From an optimization exercise on the open Yosys and OpenROAD flow, aimed at small area; shortcuts taken in it are not production practice.
The RTL was checked by simulation tests, not by an equivalence proof against the original design.
Power is estimated from default activity; no workload was simulated.

run 1:
==> flow/design.v (excerpt) <==
module sd_dac_top (
    input               clk,
    input               rst_n,
    input               tone_en,
    input        [31:0] phase_increment,
    input signed [15:0] sample_in,
    output              sample_strobe,
    output              output_pdm_p,
    output              output_pdm_n
);
Settings: LEC_CHECK=0, CAP_MARGIN=30, CORE_MARGIN=2, CORE_UTILIZATION=40, GPL_TIMING_DRIVEN=0, SLEW_MARGIN=30; clock period 15.0 ns.
run.sh (not shown) runs the stock make flow with config.mk's settings and CLKGATE_MAP_FILE= SYNTH_SCRIPT=/design/flow/synth_recipe.tcl, a recipe that flattens the netlist after the stock synthesis.
Modified inputs, run 2 compared to run 1
# run 1
export LEC_CHECK = 0
export CAP_MARGIN = 30
export CORE_MARGIN = 2
export CORE_UTILIZATION = 40
export GPL_TIMING_DRIVEN = 0
export SLEW_MARGIN = 30
create_clock -name core_clock -period 15.0 [get_ports {clk}]
# run 2
export LEC_CHECK = 0
export CAP_MARGIN = 30
export CORE_MARGIN = 2
export CORE_UTILIZATION = 40
export CTS_BUF_LIST = sky130_fd_sc_hd__clkbuf_16
export CTS_CLUSTER_SIZE = 20
export SLEW_MARGIN = 30
create_clock -name core_clock -period 15.0 [get_ports {clk}]
## What came out
The total of cells resized after clock tree synthesis in run 2 sits 90% below the value recorded for run 1.
Looking at leakage power figure, run 2 sits about 5.5% above run 1.
Run 1 → run 2: combinational power neither gained nor lost much; final period utilization lost 1.1 points; worst hold slack picked up an extra 0.0090 ns; synthesized area neither gained nor lost much.
From run 1 to run 2 the numbers moved as follows: placement-stage worst setup slack up 2.27 ns, power went down.
diff inputs: run 2 => run 3
# run 2
export LEC_CHECK = 0
export CAP_MARGIN = 30
export CORE_MARGIN = 2
export CORE_UTILIZATION = 40
export CTS_BUF_LIST = sky130_fd_sc_hd__clkbuf_16
export CTS_CLUSTER_SIZE = 20
export SLEW_MARGIN = 30
create_clock -name core_clock -period 15.0 [get_ports {clk}]
# run 3
export LEC_CHECK = 0
export CAP_MARGIN = 30
export CORE_MARGIN = 2
export CORE_UTILIZATION = 40
export SLEW_MARGIN = 30
create_clock -name core_clock -period 15.0 [get_ports {clk}]
--- outcome ---
Per the comparison of run 3 with run 2, fmax neither gained nor lost much; share of cells above drive strength 1 went up; post-synthesis instance area level; final antenna diode count went down; area growth from synthesis to final layout grew by 0.57 points. Count of fill cells added during filler insertion (run 3 vs. run 2) decreases slightly. When run 3 is set beside run 2, its share of the final layout cell area in sequential cells turns out to be 0.22 points smaller. Wire length on met3 was lower in the run labelled run 3. Reported for run 2 and run 3, number of port buffers turned out identical to the last digit.

---

sd_dac_top, a different RTL version from the one above (not shown whole).
Size: ~4900 cells after synthesis, about 54 I/O pins.
export LEC_CHECK = 0
export CAP_MARGIN = 30
export CORE_MARGIN = 2
export CORE_UTILIZATION = 40
export CTS_BUF_LIST = sky130_fd_sc_hd__clkbuf_16
export CTS_CLUSTER_DIAMETER = 100
export CTS_CLUSTER_SIZE = 25
export GPL_TIMING_DRIVEN = 0
export SLEW_MARGIN = 30
create_clock -name core_clock -period 15.0 [get_ports {clk}]
Edit:
--- a/flow/config.mk
+++ b/flow/config.mk
@@ -12,3 +12,3 @@
 export CTS_CLUSTER_DIAMETER = 100
-export CTS_CLUSTER_SIZE = 25
+export CTS_CLUSTER_SIZE = 35
 export GPL_TIMING_DRIVEN = 0
Final area fell by 0.75%.
Global-route usage fell by 0.16 points.
Utilization fell by 0.33 points.
Final cell count fell by 0.31%.
Clock skew rose by 0.017 ns.
First-iteration DRC count fell by about 1.2%.
Wire length barely changes.
Power fell by 4.2%.

---

## pepper
sd_dac_top, a different RTL version from the one above (not shown whole).
Size: ~4400 cells after synthesis, ~1600 flip-flops, ~54000 sq um of cells after synthesis.
export LEC_CHECK = 0
export ABC_AREA = 1
export CAP_MARGIN = 10
export CORE_MARGIN = 2
export CORE_UTILIZATION = 40
export CTS_BUF_LIST = sky130_fd_sc_hd__clkbuf_16
export CTS_CLUSTER_DIAMETER = 100
export CTS_CLUSTER_SIZE = 25
export GPL_TIMING_DRIVEN = 0
export SLEW_MARGIN = 10
create_clock -name core_clock -period 15.0 [get_ports {clk}]
standard.sh (not shown) runs the stock make flow with config.mk's settings and CLKGATE_MAP_FILE= SYNTH_SCRIPT=/design/flow/synth_recipe.tcl, a recipe that flattens the netlist after the stock synthesis.
==> flow/flow/run.sh <==
#!/bin/bash
# The standard layout, with a different synthesis of the same RTL:
#  - the standard synthesis is run first, for the names and cell types of its registers;
#  - then the whole flow runs with flow/synth.tcl as the synthesis script (Yosys's quick ABC pass
#    skipped, registers renamed to the standard names) and with flow/abc_area.script, an
#    area-oriented ABC script, in a copy of ORFS's scripts (ABC_AREA=1 in config.mk selects it).
set -euo pipefail
W=$(pwd)
RES="$W/orfs/results/$FLOW_PLATFORM/sd_dac_top/base"

bash "$W/standard.sh" synth > "$W/standard_synth.log" 2>&1
python3 "$W/flow/regs.py" "$RES/1_2_yosys.v" > "$W/standard_regs.txt"
cp "$RES/1_2_yosys.v" "$W/standard_synth.v"
rm -rf "$W/orfs"

rm -rf "$W/scripts"
cp -r "$FLOW_HOME/scripts" "$W/scripts"
cp "$W/flow/abc_area.script" "$W/scripts/abc_area.script"
REF_REGS="$W/standard_regs.txt" bash "$W/standard.sh" SCRIPTS_DIR="$W/scripts" \
  SYNTH_SCRIPT="$W/flow/synth.tcl" finish > "$W/flow.log" 2>&1
Other scripts of this flow, unchanged in this note and not shown: flow/flow/abc_area.script, flow/flow/regs.py, flow/flow/synth.tcl
diff inputs: pepper => yarrow
- CTS_BUF_LIST changed from sky130_fd_sc_hd__clkbuf_16 to sky130_fd_sc_hd__clkbuf_8
- CTS_CLUSTER_SIZE changed from 25 to 16
--- outcome ---
- The final layout from yarrow, which completed every stage, passed the timing, DRC and antenna checks at the end of the flow.
- In terms of multi-input combinational cell area, pepper and yarrow differ only marginally.
- Total power divided by cell area, yarrow vs pepper: down by a few percent
- Area growth from synthesis to final layout, pepper and yarrow: higher on pepper
- Looking at pepper and yarrow, the met3 demand-to-capacity share in global routing is a wash.
- Critical path required time for yarrow: 170 ps up relative to pepper
- Relative to pepper, clock share of power has decreased by 3.3 points in yarrow.
- pepper and yarrow ended up with roughly the same routed wirelength normalized by instance count.
- From yarrow to pepper, horizontal extent of the die did not move at all.
- Taking pepper as the reference, in yarrow non-clock buffer contribution to total cell area now sits at about the same level, detailed-route wire length +about 0.56%.
--- input diff yarrow..onyx ---
- changing CORE_UTILIZATION from 40 to 45
- changing CTS_CLUSTER_SIZE from 16 to 15
-- flow/flow/run.sh --
<<< yarrow, line 20
  SYNTH_SCRIPT="$W/flow/synth.tcl" finish > "$W/flow.log" 2>&1
>>> onyx, line 20
  SYNTH_SCRIPT="$W/flow/synth.tcl" BUFFER_PORTS_ARGS="-buffer_cell sky130_fd_sc_hd__buf_1" finish > "$W/flow.log" 2>&1
Results
- onyx vs. yarrow: worst-case setup slack after placement rose by 370 ps; area added between synthesis and finish fell by 0.85 points; cell count fell by about 2.5%; part of the total power dissipated in combinational logic stayed essentially flat.
- The run with more routed wire is yarrow, not onyx.

---

Starting RTL as in the previous note.
==> flow/config.mk <==
export PLATFORM = sky130hd
export DESIGN_NAME = sd_dac_top
export DESIGN_NICKNAME = sd_dac_top
export VERILOG_FILES = /design/flow/design.v
export SDC_FILE = /design/flow/constraint.sdc
export NUM_CORES = 8
export LEC_CHECK = 0
export ABC_AREA = 1
export CAP_MARGIN = 10
export CORE_MARGIN = 2
export CORE_UTILIZATION = 40
export CTS_BUF_LIST = sky130_fd_sc_hd__clkbuf_8
export CTS_CLUSTER_DIAMETER = 100
export CTS_CLUSTER_SIZE = 16
export GPL_TIMING_DRIVEN = 0
export SLEW_MARGIN = 10
==> flow/constraint.sdc <==
create_clock -name core_clock -period 15.0 [get_ports {clk}]
set_input_delay 3.0000 -clock core_clock [delete_from_list [all_inputs] [get_ports {clk}]]
set_output_delay 3.0000 -clock core_clock [all_outputs]
set_load 0.01 [all_outputs]
==> flow/flow/run.sh <==
#!/bin/bash
# The standard layout, with a different synthesis of the same RTL:
#  - the standard synthesis is run first, for the names and cell types of its registers;
#  - then the whole flow runs with flow/synth.tcl as the synthesis script (Yosys's quick ABC pass
#    skipped, registers renamed to the standard names) and with flow/abc_area.script, an
#    area-oriented ABC script, in a copy of ORFS's scripts (ABC_AREA=1 in config.mk selects it).
set -euo pipefail
W=$(pwd)
RES="$W/orfs/results/$FLOW_PLATFORM/sd_dac_top/base"

bash "$W/standard.sh" synth > "$W/standard_synth.log" 2>&1
python3 "$W/flow/regs.py" "$RES/1_2_yosys.v" > "$W/standard_regs.txt"
cp "$RES/1_2_yosys.v" "$W/standard_synth.v"
rm -rf "$W/orfs"

rm -rf "$W/scripts"
cp -r "$FLOW_HOME/scripts" "$W/scripts"
cp "$W/flow/abc_area.script" "$W/scripts/abc_area.script"
REF_REGS="$W/standard_regs.txt" bash "$W/standard.sh" SCRIPTS_DIR="$W/scripts" \
  SYNTH_SCRIPT="$W/flow/synth.tcl" BUFFER_PORTS_ARGS="-buffer_cell sky130_fd_sc_hd__buf_1" finish > "$W/flow.log" 2>&1
==> flow/flow/abc_area.script <==
strash
dch -f
map -a
mfs2
strash
dch -f
map -a
topo
stime -c
buffer -c
upsize -c
dnsize -c
Other scripts of this flow, unchanged in this note and not shown: flow/flow/regs.py, flow/flow/synth.tcl
The baseline finished clean.
Then changed:
--- a/flow/flow/run.sh
+++ b/flow/flow/run.sh
@@ -19,2 +19,2 @@
 REF_REGS="$W/standard_regs.txt" bash "$W/standard.sh" SCRIPTS_DIR="$W/scripts" \
-  SYNTH_SCRIPT="$W/flow/synth.tcl" BUFFER_PORTS_ARGS="-buffer_cell sky130_fd_sc_hd__buf_1" finish > "$W/flow.log" 2>&1
+  SYNTH_SCRIPT="$W/flow/synth.tcl" finish > "$W/flow.log" 2>&1
==> flow/flow/abc_area.script (replaced) <==
strash
dch -f
map -a
mfs2
strash
dch -f
map -a
topo
- CAP_MARGIN: 10 -> 30
- CTS_BUF_LIST: sky130_fd_sc_hd__clkbuf_8 -> sky130_fd_sc_hd__clkbuf_16
- CTS_CLUSTER_SIZE: 16 -> 25
- SLEW_MARGIN: 10 -> 30
=> The changed run completed without violations; hold slack improved by 0.041 ns; design area increases by 1.4%; wire length is lower by about 11%; global-route usage fell by 1.9 points; count of clock-buffer cells in the layout falls by 36; total power climbs by about 4.5%; setup slack loses 0.055 ns; sequential cell count does not change; sequential power is about the same; core utilization rises by 1.3 points.
Then changed:
--- a/flow/flow/run.sh
+++ b/flow/flow/run.sh
@@ -19,2 +19,2 @@
 REF_REGS="$W/standard_regs.txt" bash "$W/standard.sh" SCRIPTS_DIR="$W/scripts" \
-  SYNTH_SCRIPT="$W/flow/synth.tcl" finish > "$W/flow.log" 2>&1
+  SYNTH_SCRIPT="$W/flow/synth.tcl" BUFFER_PORTS_ARGS="-buffer_cell sky130_fd_sc_hd__buf_1" finish > "$W/flow.log" 2>&1
- CAP_MARGIN: 30 -> 10
- CTS_BUF_LIST: sky130_fd_sc_hd__clkbuf_16 -> sky130_fd_sc_hd__clkbuf_8
- CTS_CLUSTER_SIZE: 25 -> 14
- SLEW_MARGIN: 30 -> 10
After rerunning: The new run produced a clean layout. Synthesized cell count does not change. Wire length falls slightly. Flip-flop and latch count does not change. Cell area falls slightly. Synthesized area is unchanged.
Then changed:
- CORE_UTILIZATION: 40 -> 50
- CTS_CLUSTER_SIZE: 14 -> 15
Outcome: Hold slack barely changes; wire length is lower by 1.6%; via count hardly moves; die area is lower by 20%; synthesized cell count does not change; sequential share of layout area is higher by 0.85 points; combinational power is lower by about 2%.

-- what the ideal ports hide --
In the flow no input, the clock included, has a driving cell. The finished layouts below were timed again as built, in two steps. Step 1 (the two cells are an assumption about what drives the block):
set clk [get_ports {clk}]
set_driving_cell -lib_cell sky130_fd_sc_hd__clkbuf_16 $clk
set_driving_cell -lib_cell sky130_fd_sc_hd__buf_2 [delete_from_list [all_inputs] $clk]
Step 2 also shifts input and output timing later by t, the mid clock arrival at the registers, as if the neighbouring blocks saw the same clock. Three values: no drivers, after step 1, after step 2; two values: the first two.
run | t (ns) | setup slack, ns | slew at the worst register clock pin (ns)
run 1 | 0.837 | 0.288 / 0.288 / -0.279 | 0.07 / 0.07
run 2 | 0.843 | 0.445 / 0.445 / -0.301 | 0.08 / 0.08
run 3 | 0.844 | 0.446 / 0.446 / -0.302 | 0.08 / 0.08
the first run of note 2 | 0.787 | 0.373 / 0.421 / -0.366 | 0.10 / 0.10
the second run of note 2 | 0.786 | 0.380 / 0.428 / -0.357 | 0.12 / 0.12
pepper | 0.746 | 0.349 / 0.382 / -0.364 | 0.11 / 0.11
yarrow | 0.897 | 0.339 / 0.370 / -0.526 | 0.12 / 0.12
onyx | 0.860 | 0.518 / 0.552 / -0.308 | 0.12 / 0.12
the first run of note 4 | 0.922 | 0.412 / 0.455 / -0.467 | 0.12 / 0.12
the second run of note 4 | 0.762 | 0.357 / 0.392 / -0.370 | 0.10 / 0.10
the third run of note 4 | 0.887 | 0.445 / 0.490 / -0.398 | 0.10 / 0.10
the fourth run of note 4 | 0.854 | 0.415 / 0.443 / -0.411 | 0.11 / 0.11
Met with ideal ports but missed after step 2: setup timing in every run listed. For the first run of note 4, which loses most, drivers alone change the setup slack by +0.043 ns; drivers and shift together by -0.879 ns.
